This design comes from an exercise in tuning for small area, a short achievable clock period and few clock cycles per item on the open sky130 flow, not from production work. The RTL was checked by simulation tests, not by an equivalence proof against the original design.

==> inputs of build 84 <==
Design TriDiagDet, start of the top module:
module TriDiagDet #(
    parameter N = 16,
    parameter WIDTH = 16
)(
    input clk,
    input rst,
    input start,
    input ack,
    input [WIDTH*(N-1)-1:0] a_flat,
    input [WIDTH*N-1:0] b_flat,
    input [WIDTH*(N-1)-1:0] c_flat,
    output reg done,
    output [4*WIDTH-1:0] det
);
export LEC_CHECK = 0
export CAP_MARGIN = 20
export CORE_MARGIN = 2
export CORE_UTILIZATION = 55
export SLEW_MARGIN = 20
export TNS_END_PERCENT = 0
create_clock -name core_clock -period 22.0 [get_ports {clk}]
standard.sh (not shown) runs the stock make flow with config.mk's settings and CLKGATE_MAP_FILE= SYNTH_SCRIPT=/design/flow/synth_recipe.tcl, a recipe that flattens the netlist after the stock synthesis.
==> flow/flow/run.sh <==
#!/bin/bash
# Layout flow: the standard synthesis, then inverters around full adders
# are removed by choosing each full adder's polarity (flow/fixinv.py; a full
# adder is self-dual), then the standard layout. Timing repair aims for
# extra setup slack; the clock period and constraints are the design's.
set -euo pipefail
export SETUP_SLACK_MARGIN=16
export BUFFER_PORTS_ARGS="-buffer_cell sky130_fd_sc_hd__buf_1"
R=orfs/results/sky130hd/TriDiagDet/base
bash standard.sh synth > synth.log 2>&1
cp $R/1_2_yosys.v 1_2_yosys.standard.v
python3 flow/fixinv.py 1_2_yosys.standard.v $R/1_2_yosys.v > fixinv.log 2>&1
rm -f $R/1_synth.odb $R/1_synth.sdc
bash standard.sh > layout.log 2>&1
==> flow/flow/fixinv.py <==
#!/usr/bin/env python3
"""Remove inverters around full adders in a flat Yosys netlist.

A full adder is self-dual: FA(~a, ~b, ~c) = (~sum, ~cout). Each fa cell may
therefore be used "inverted" (its pins carry the complements of the logical
signals). This script deletes the netlist's inverters (not those on ports),
chooses a polarity for every fa cell by local search so that as few
complemented signals are needed as possible, and adds back one inverter per
signal that still needs its complement. Other cells are left as they are.

usage: fixinv.py IN.v OUT.v
"""
import re
import sys
from collections import defaultdict

src = open(sys.argv[1]).read()
m = re.search(r'module\s+(\w+)\s*\((.*?)\);', src, re.S)
mod_start = m.end()
end_idx = src.rindex('endmodule')
body = src[mod_start:end_idx]

# declarations and instances
decl_re = re.compile(r'^\s*(input|output|wire|inout)\s+(\[\d+:\d+\]\s+)?(\S+)\s*;\s*$', re.M)
inst_re = re.compile(r'^\s*(sky130_fd_sc_hd__\w+)\s+(\S+)\s*\((.*?)\);\s*$', re.M | re.S)
pin_re = re.compile(r'\.(\w+)\(\s*(.*?)\s*\)\s*(?:,|$)', re.S)

decls = []
ports = set()
for d in decl_re.finditer(body):
    kind, rng, name = d.group(1), d.group(2), d.group(3)
    decls.append((kind, rng, name))
    if kind in ('input', 'output', 'inout'):
        if rng:
            hi, lo = map(int, re.findall(r'\d+', rng))
            for i in range(min(hi, lo), max(hi, lo) + 1):
                ports.add('%s[%d]' % (name, i))
        ports.add(name)

insts = []
for im in inst_re.finditer(body):
    ty, name, pins = im.group(1), im.group(2), im.group(3)
    pl = [(p, n) for p, n in pin_re.findall(pins)]
    insts.append([ty, name, pl])
if 'assign' in body:
    sys.exit('assign statements not supported')

OUTP = {'Y', 'X', 'SUM', 'COUT', 'Q', 'Q_N', 'HI', 'LO'}

def norm(n):
    n = n.strip()
    if n.startswith('\\'):
        n = n[1:].strip()
    return n

def is_inv(ty):
    return re.match(r'sky130_fd_sc_hd__(clk)?inv_\d+$', ty) is not None

def is_fa(ty):
    return re.match(r'sky130_fd_sc_hd__fa_\d+$', ty) is not None

# inverters to remove: input and output not ports
inv_of = {}   # output net -> input net
removed = set()
for k, (ty, name, pl) in enumerate(insts):
    if is_inv(ty):
        d = dict((p, norm(n)) for p, n in pl)
        if d['A'] in ports or d['Y'] in ports or d['A'].startswith("1'"):
            continue
        inv_of[d['Y']] = d['A']
        removed.add(k)

def root(n):
    q = 0
    seen = 0
    while n in inv_of:
        n = inv_of[n]
        q ^= 1
        seen += 1
        assert seen < 1000
    return n, q

# drivers
driver = {}   # net -> (inst index, pin)
for k, (ty, name, pl) in enumerate(insts):
    if k in removed:
        continue
    for p, n in pl:
        if p in OUTP:
            driver[norm(n)] = (k, p)

fa_idx = [k for k, (ty, _, _) in enumerate(insts) if is_fa(ty)]
pol = defaultdict(int)  # inst index -> polarity (only fa may be 1)

# sinks: list of (inst index, pin, root, parity); ports handled as fixed sinks
sinks_of_root = defaultdict(list)
sink_list = []
for k, (ty, name, pl) in enumerate(insts):
    if k in removed:
        continue
    for pi, (p, n) in enumerate(pl):
        if p in OUTP:
            continue
        nn = norm(n)
        r, q = root(nn)
        s = (k, pi, r, q)
        sink_list.append(s)
        sinks_of_root[r].append(s)
# output ports driven through removed inverters: ports are never inverter
# outputs here (kept), so nothing to do.

def drv_pol(r):
    d = driver.get(r)
    if d is None:
        return 0
    return pol[d[0]]

def root_cost(r):
    pd = drv_pol(r)
    for (k, pi, _, q) in sinks_of_root[r]:
        if q ^ pol[k] ^ pd:
            return 1
    return 0

roots_of_inst = defaultdict(set)
for k in fa_idx:
    ty, name, pl = insts[k]
    for p, n in pl:
        nn = norm(n)
        if p in OUTP:
            roots_of_inst[k].add(nn)
        else:
            roots_of_inst[k].add(root(nn)[0])

before = sum(root_cost(r) for r in sinks_of_root)
changed = True
it = 0
while changed and it < 50:
    changed = False
    it += 1
    for k in fa_idx:
        rs = roots_of_inst[k]
        c0 = sum(root_cost(r) for r in rs)
        pol[k] ^= 1
        c1 = sum(root_cost(r) for r in rs)
        if c1 < c0:
            changed = True
        else:
            pol[k] ^= 1
# simulated annealing on top of the greedy result (deterministic seed)
import random
import math
rng = random.Random(1)
cur = sum(root_cost(r) for r in sinks_of_root)
best = cur
best_pol = {k: pol[k] for k in fa_idx}
T = 1.0
steps = 40 * len(fa_idx)
for step in range(steps):
    k = fa_idx[rng.randrange(len(fa_idx))]
    rs = roots_of_inst[k]
    c0 = sum(root_cost(r) for r in rs)
    pol[k] ^= 1
    c1 = sum(root_cost(r) for r in rs)
    d = c1 - c0
    if d <= 0 or rng.random() < math.exp(-d / T):
        cur += d
        if cur < best:
            best = cur
            best_pol = {kk: pol[kk] for kk in fa_idx}
    else:
        pol[k] ^= 1
    T = max(0.05, 1.0 * (1 - step / steps))
for k in fa_idx:
    pol[k] = best_pol[k]
after = sum(root_cost(r) for r in sinks_of_root)
sys.stderr.write('inverters removed %d, needed before %d, after %d (%d passes), fa inverted %d\n'
                 % (len(removed), before, after, it, sum(pol[k] for k in fa_idx)))

# rebuild
inv_net = {}
new_insts = []
cnt = 0

def esc(n):
    return n if re.match(r'^[A-Za-z_][A-Za-z0-9_$]*(\[\d+\])?$', n) and not re.search(r'\[\d+\]$', n) or n in ports else '\\' + n + ' '

for k, (ty, name, pl) in enumerate(insts):
    if k in removed:
        continue
    newpl = []
    for p, n in pl:
        if p in OUTP:
            newpl.append((p, n))
            continue
        nn = norm(n)
        r, q = root(nn)
        need = q ^ pol[k] ^ drv_pol(r)
        if need:
            if r not in inv_net:
                cnt += 1
                inv_net[r] = '_polinv_n%d_' % cnt
            newpl.append((p, inv_net[r]))
        else:
            newpl.append((p, r))
    insts[k][2] = newpl

used = set()
for k, (ty, name, pl) in enumerate(insts):
    if k in removed:
        continue
    for p, n in pl:
        used.add(norm(n))
for r in inv_net:
    used.add(r)

def fmt_net(n):
    n = norm(n)
    if n in ports:
        return n
    if re.match(r'^[A-Za-z_][A-Za-z0-9_$]*$', n):
        return n
    return '\\' + n + ' '

out = [src[:mod_start]]
for kind, rng, name in decls:
    nm = norm(name)
    if kind == 'wire' and not rng and nm not in used and nm not in ports:
        continue
    out.append('  %s %s%s ;' % (kind, rng or '', name))
for r, n in inv_net.items():
    out.append('  wire %s;' % n)
for k, (ty, name, pl) in enumerate(insts):
    if k in removed:
        continue
    out.append('  %s %s (' % (ty, name))
    out.append(',\n'.join('    .%s(%s)' % (p, fmt_net(n)) for p, n in pl))
    out.append('  );')
for i, (r, n) in enumerate(inv_net.items()):
    out.append('  sky130_fd_sc_hd__inv_1 _polinv_%d_ (' % i)
    out.append('    .A(%s),\n    .Y(%s)' % (fmt_net(r), n))
    out.append('  );')
out.append('endmodule\n')
open(sys.argv[2], 'w').write('\n'.join(out))
==> trial 18: changes against build 84 <==
--- a/flow/flow/run.sh
+++ b/flow/flow/run.sh
@@ -4,4 +4,5 @@
 # adder is self-dual), then the standard layout. Timing repair aims for
 # extra setup slack; the clock period and constraints are the design's.
+# Every port still gets a buffer, the smallest one (buf_1).
 set -euo pipefail
 export SETUP_SLACK_MARGIN=16
--- a/flow/flow/fixinv.py
+++ b/flow/flow/fixinv.py
@@ -7,8 +7,11 @@
 chooses a polarity for every fa cell by local search so that as few
 complemented signals are needed as possible, and adds back one inverter per
-signal that still needs its complement. Other cells are left as they are.
+signal that still needs its complement. A few single-output cells may also
+be swapped for their complement (xor2/xnor2, a22oi/a22o, o22ai/o22a) when
+that saves an inverter's area. Registers and ports are left as they are.
 
 usage: fixinv.py IN.v OUT.v
 """
+import os
 import re
 import sys
@@ -60,4 +63,24 @@
     return re.match(r'sky130_fd_sc_hd__fa_\d+$', ty) is not None
 
+
+# single-output cells with a complemented counterpart: base -> (other, area delta um2)
+FLIP = {'xor2': ('xnor2', 0.0), 'xnor2': ('xor2', 0.0),
+        'a22oi': ('a22o', 1.26), 'a22o': ('a22oi', -1.26),
+        'o22ai': ('o22a', 2.5), 'o22a': ('o22ai', -2.5)}
+lib_cells = set(re.findall(r'cell\s*\(\s*"(sky130_fd_sc_hd__\w+)"', open(
+    os.path.join(os.environ.get('FLOW_HOME', '/OpenROAD-flow-scripts/flow'),
+                 'platforms/sky130hd/lib/sky130_fd_sc_hd__tt_025C_1v80.lib')).read()))
+
+
+def flip_of(ty):
+    m = re.match(r'sky130_fd_sc_hd__(\w+?)_(\d+)$', ty)
+    if not m or m.group(1) not in FLIP:
+        return None
+    other, delta = FLIP[m.group(1)]
+    cand = 'sky130_fd_sc_hd__%s_%s' % (other, m.group(2))
+    if cand in lib_cells:
+        return cand, delta
+    return None
+
 # inverters to remove: input and output not ports
 inv_of = {}   # output net -> input net
@@ -91,4 +114,6 @@
 
 fa_idx = [k for k, (ty, _, _) in enumerate(insts) if is_fa(ty)]
+fl_idx = [k for k, (ty, _, _) in enumerate(insts) if k not in removed and flip_of(ty)]
+flippable = set(fl_idx)
 pol = defaultdict(int)  # inst index -> polarity (only fa may be 1)
 
@@ -116,12 +141,21 @@
     return pol[d[0]]
 
+def sink_pol(k):
+    return 0 if k in flippable else pol[k]
+
+
 def root_cost(r):
     pd = drv_pol(r)
     for (k, pi, _, q) in sinks_of_root[r]:
-        if q ^ pol[k] ^ pd:
+        if q ^ sink_pol(k) ^ pd:
             return 1
     return 0
 
 roots_of_inst = defaultdict(set)
+for k in fl_idx:
+    ty, name, pl = insts[k]
+    for p, n in pl:
+        if p in OUTP:
+            roots_of_inst[k].add(norm(n))
 for k in fa_idx:
     ty, name, pl = insts[k]
@@ -133,4 +167,12 @@
             roots_of_inst[k].add(root(nn)[0])
 
+def node_cost(k, rs):
+    c = 3.75 * sum(root_cost(r) for r in rs)
+    if k in flippable and pol[k]:
+        c += flip_of(insts[k][0])[1]
+    return c
+
+
+nodes = fa_idx + fl_idx
 before = sum(root_cost(r) for r in sinks_of_root)
 changed = True
@@ -139,10 +181,10 @@
     changed = False
     it += 1
-    for k in fa_idx:
+    for k in nodes:
         rs = roots_of_inst[k]
-        c0 = sum(root_cost(r) for r in rs)
+        c0 = node_cost(k, rs)
         pol[k] ^= 1
-        c1 = sum(root_cost(r) for r in rs)
-        if c1 < c0:
+        c1 = node_cost(k, rs)
+        if c1 < c0 - 1e-9:
             changed = True
         else:
@@ -152,29 +194,42 @@
 import math
 rng = random.Random(1)
-cur = sum(root_cost(r) for r in sinks_of_root)
+def total_cost():
+    return 3.75 * sum(root_cost(r) for r in sinks_of_root) + sum(
+        flip_of(insts[k][0])[1] for k in fl_idx if pol[k])
+
+
+cur = total_cost()
 best = cur
-best_pol = {k: pol[k] for k in fa_idx}
+best_pol = {k: pol[k] for k in nodes}
 T = 1.0
-steps = 40 * len(fa_idx)
+steps = 40 * len(nodes)
 for step in range(steps):
-    k = fa_idx[rng.randrange(len(fa_idx))]
+    k = nodes[rng.randrange(len(nodes))]
     rs = roots_of_inst[k]
-    c0 = sum(root_cost(r) for r in rs)
+    c0 = node_cost(k, rs)
     pol[k] ^= 1
-    c1 = sum(root_cost(r) for r in rs)
+    c1 = node_cost(k, rs)
     d = c1 - c0
-    if d <= 0 or rng.random() < math.exp(-d / T):
+    if d <= 0 or rng.random() < math.exp(-d / (3.75 * T)):
         cur += d
         if cur < best:
             best = cur
-            best_pol = {kk: pol[kk] for kk in fa_idx}
+            best_pol = {kk: pol[kk] for kk in nodes}
     else:
         pol[k] ^= 1
     T = max(0.05, 1.0 * (1 - step / steps))
-for k in fa_idx:
+for k in nodes:
     pol[k] = best_pol[k]
 after = sum(root_cost(r) for r in sinks_of_root)
 sys.stderr.write('inverters removed %d, needed before %d, after %d (%d passes), fa inverted %d\n'
                  % (len(removed), before, after, it, sum(pol[k] for k in fa_idx)))
+sys.stderr.write('cells swapped for their complement: %d\n' % sum(pol[k] for k in fl_idx))
+for k in fl_idx:
+    if pol[k]:
+        nt = flip_of(insts[k][0])[0]
+        # output pin is X on a non-inverting cell and Y on an inverting one
+        npin = 'Y' if re.match(r'sky130_fd_sc_hd__(xnor2|a22oi|o22ai)_', nt) else 'X'
+        insts[k][0] = nt
+        insts[k][2] = [((npin if p in ('X', 'Y') else p), n) for p, n in insts[k][2]]
 
 # rebuild
@@ -196,5 +251,5 @@
         nn = norm(n)
         r, q = root(nn)
-        need = q ^ pol[k] ^ drv_pol(r)
+        need = q ^ sink_pol(k) ^ drv_pol(r)
         if need:
             if r not in inv_net:
==> trial 73: changes against build 84 <==
--- a/flow/flow/fixinv.py
+++ b/flow/flow/fixinv.py
@@ -148,30 +148,4 @@
         else:
             pol[k] ^= 1
-# simulated annealing on top of the greedy result (deterministic seed)
-import random
-import math
-rng = random.Random(1)
-cur = sum(root_cost(r) for r in sinks_of_root)
-best = cur
-best_pol = {k: pol[k] for k in fa_idx}
-T = 1.0
-steps = 40 * len(fa_idx)
-for step in range(steps):
-    k = fa_idx[rng.randrange(len(fa_idx))]
-    rs = roots_of_inst[k]
-    c0 = sum(root_cost(r) for r in rs)
-    pol[k] ^= 1
-    c1 = sum(root_cost(r) for r in rs)
-    d = c1 - c0
-    if d <= 0 or rng.random() < math.exp(-d / T):
-        cur += d
-        if cur < best:
-            best = cur
-            best_pol = {kk: pol[kk] for kk in fa_idx}
-    else:
-        pol[k] ^= 1
-    T = max(0.05, 1.0 * (1 - step / steps))
-for k in fa_idx:
-    pol[k] = best_pol[k]
 after = sum(root_cost(r) for r in sinks_of_root)
 sys.stderr.write('inverters removed %d, needed before %d, after %d (%d passes), fa inverted %d\n'
--- a/flow/config.mk
+++ b/flow/config.mk
@@ -8,5 +8,5 @@
 export CAP_MARGIN = 20
 export CORE_MARGIN = 2
-export CORE_UTILIZATION = 55
+export CORE_UTILIZATION = 60
 export SLEW_MARGIN = 20
 export TNS_END_PERCENT = 0
==> qor summary <==
| item | build 84 | trial 18 | trial 73 |
|---|---|---|---|
| Pre-CTS worst setup slack | 13460 ps | 12760 ps | 13470 ps |
| Timing startpoint of the critical path | f[2] | cb[5] | - |
| Final setup violation count | 0 | 0 | - |
| Total iterations of the first detailed-routing run | 20 | 14 | - |
| Outcome | timing/DRC/antenna clean | timing/DRC/antenna clean | did not finish |
| Stage where the flow stopped | - | - | global routing (5_1_grt) |
| Worst hold path class | flop to flop | flop to flop | - |
| Startpoint class of the critical path | flop | flop | - |
| Violation count after the first detailed-routing iteration | 13210 | 11410 | - |
| Gp weighted congestion | 1.113 | 1.131 | 1.112 |
| Count of buffers added by post-CTS timing repair for setup | 100 | 111 | 154 |
| Stages on the worst setup path | 22 | 25 | - |
| Mean post-synth cell area | 9.096 um2 | 9.278 um2 | 9.093 um2 |
| Count of buffering cells on the critical path with inverters included | 5 | 5 | - |
| Non-clk invs | 442 | 257 | - |
| Source-to-sink clock delay at the later pin of the worst-skew pair | 590 ps | 590 ps | - |
| Classification of the worst setup path | flop to flop | flop to flop | - |
| Non-clock buffer share | 0.09979 | 0.1030 | - |
Testbench counts of build 84, summed over its fixed seeds: cycles 6,528, items 384.
Testbench counts of trial 18, summed over its fixed seeds: cycles 6,528, items 384.
Testbench counts of trial 73, summed over its fixed seeds: cycles 6,528, items 384.

static timing again, ports no longer ideal:
How much do the figures lean on ideal ports? The routed layouts below were timed once more, with nothing changed but the port constraints.
Step 1, drivers: a clkbuf_16 drives clk and a buf_2 each remaining input, both assumed.
Step 2 adds t to the input delays and takes it off the output delays; t is the mean of the earliest and latest rising clock arrival at the registers after step 1. Input paths then give back, and output paths get back, about the clock's delay inside the block.
a / b / c = no drivers / after step 1 / after step 2; a / b = the first two.
run	shift t [ns]	slack for setup (ns)	hold slack, ns	worst register clock-pin slew, ns	pins driven straight from the clock port
build 84	0.659	14.848 / 14.848 / 14.848	0.553 / 0.553 / 0.553	0.10 / 0.10	1
trial 18	0.657	14.728 / 14.728 / 14.728	0.542 / 0.542 / 0.542	0.10 / 0.10	1
After both steps every run listed still meets setup and hold.
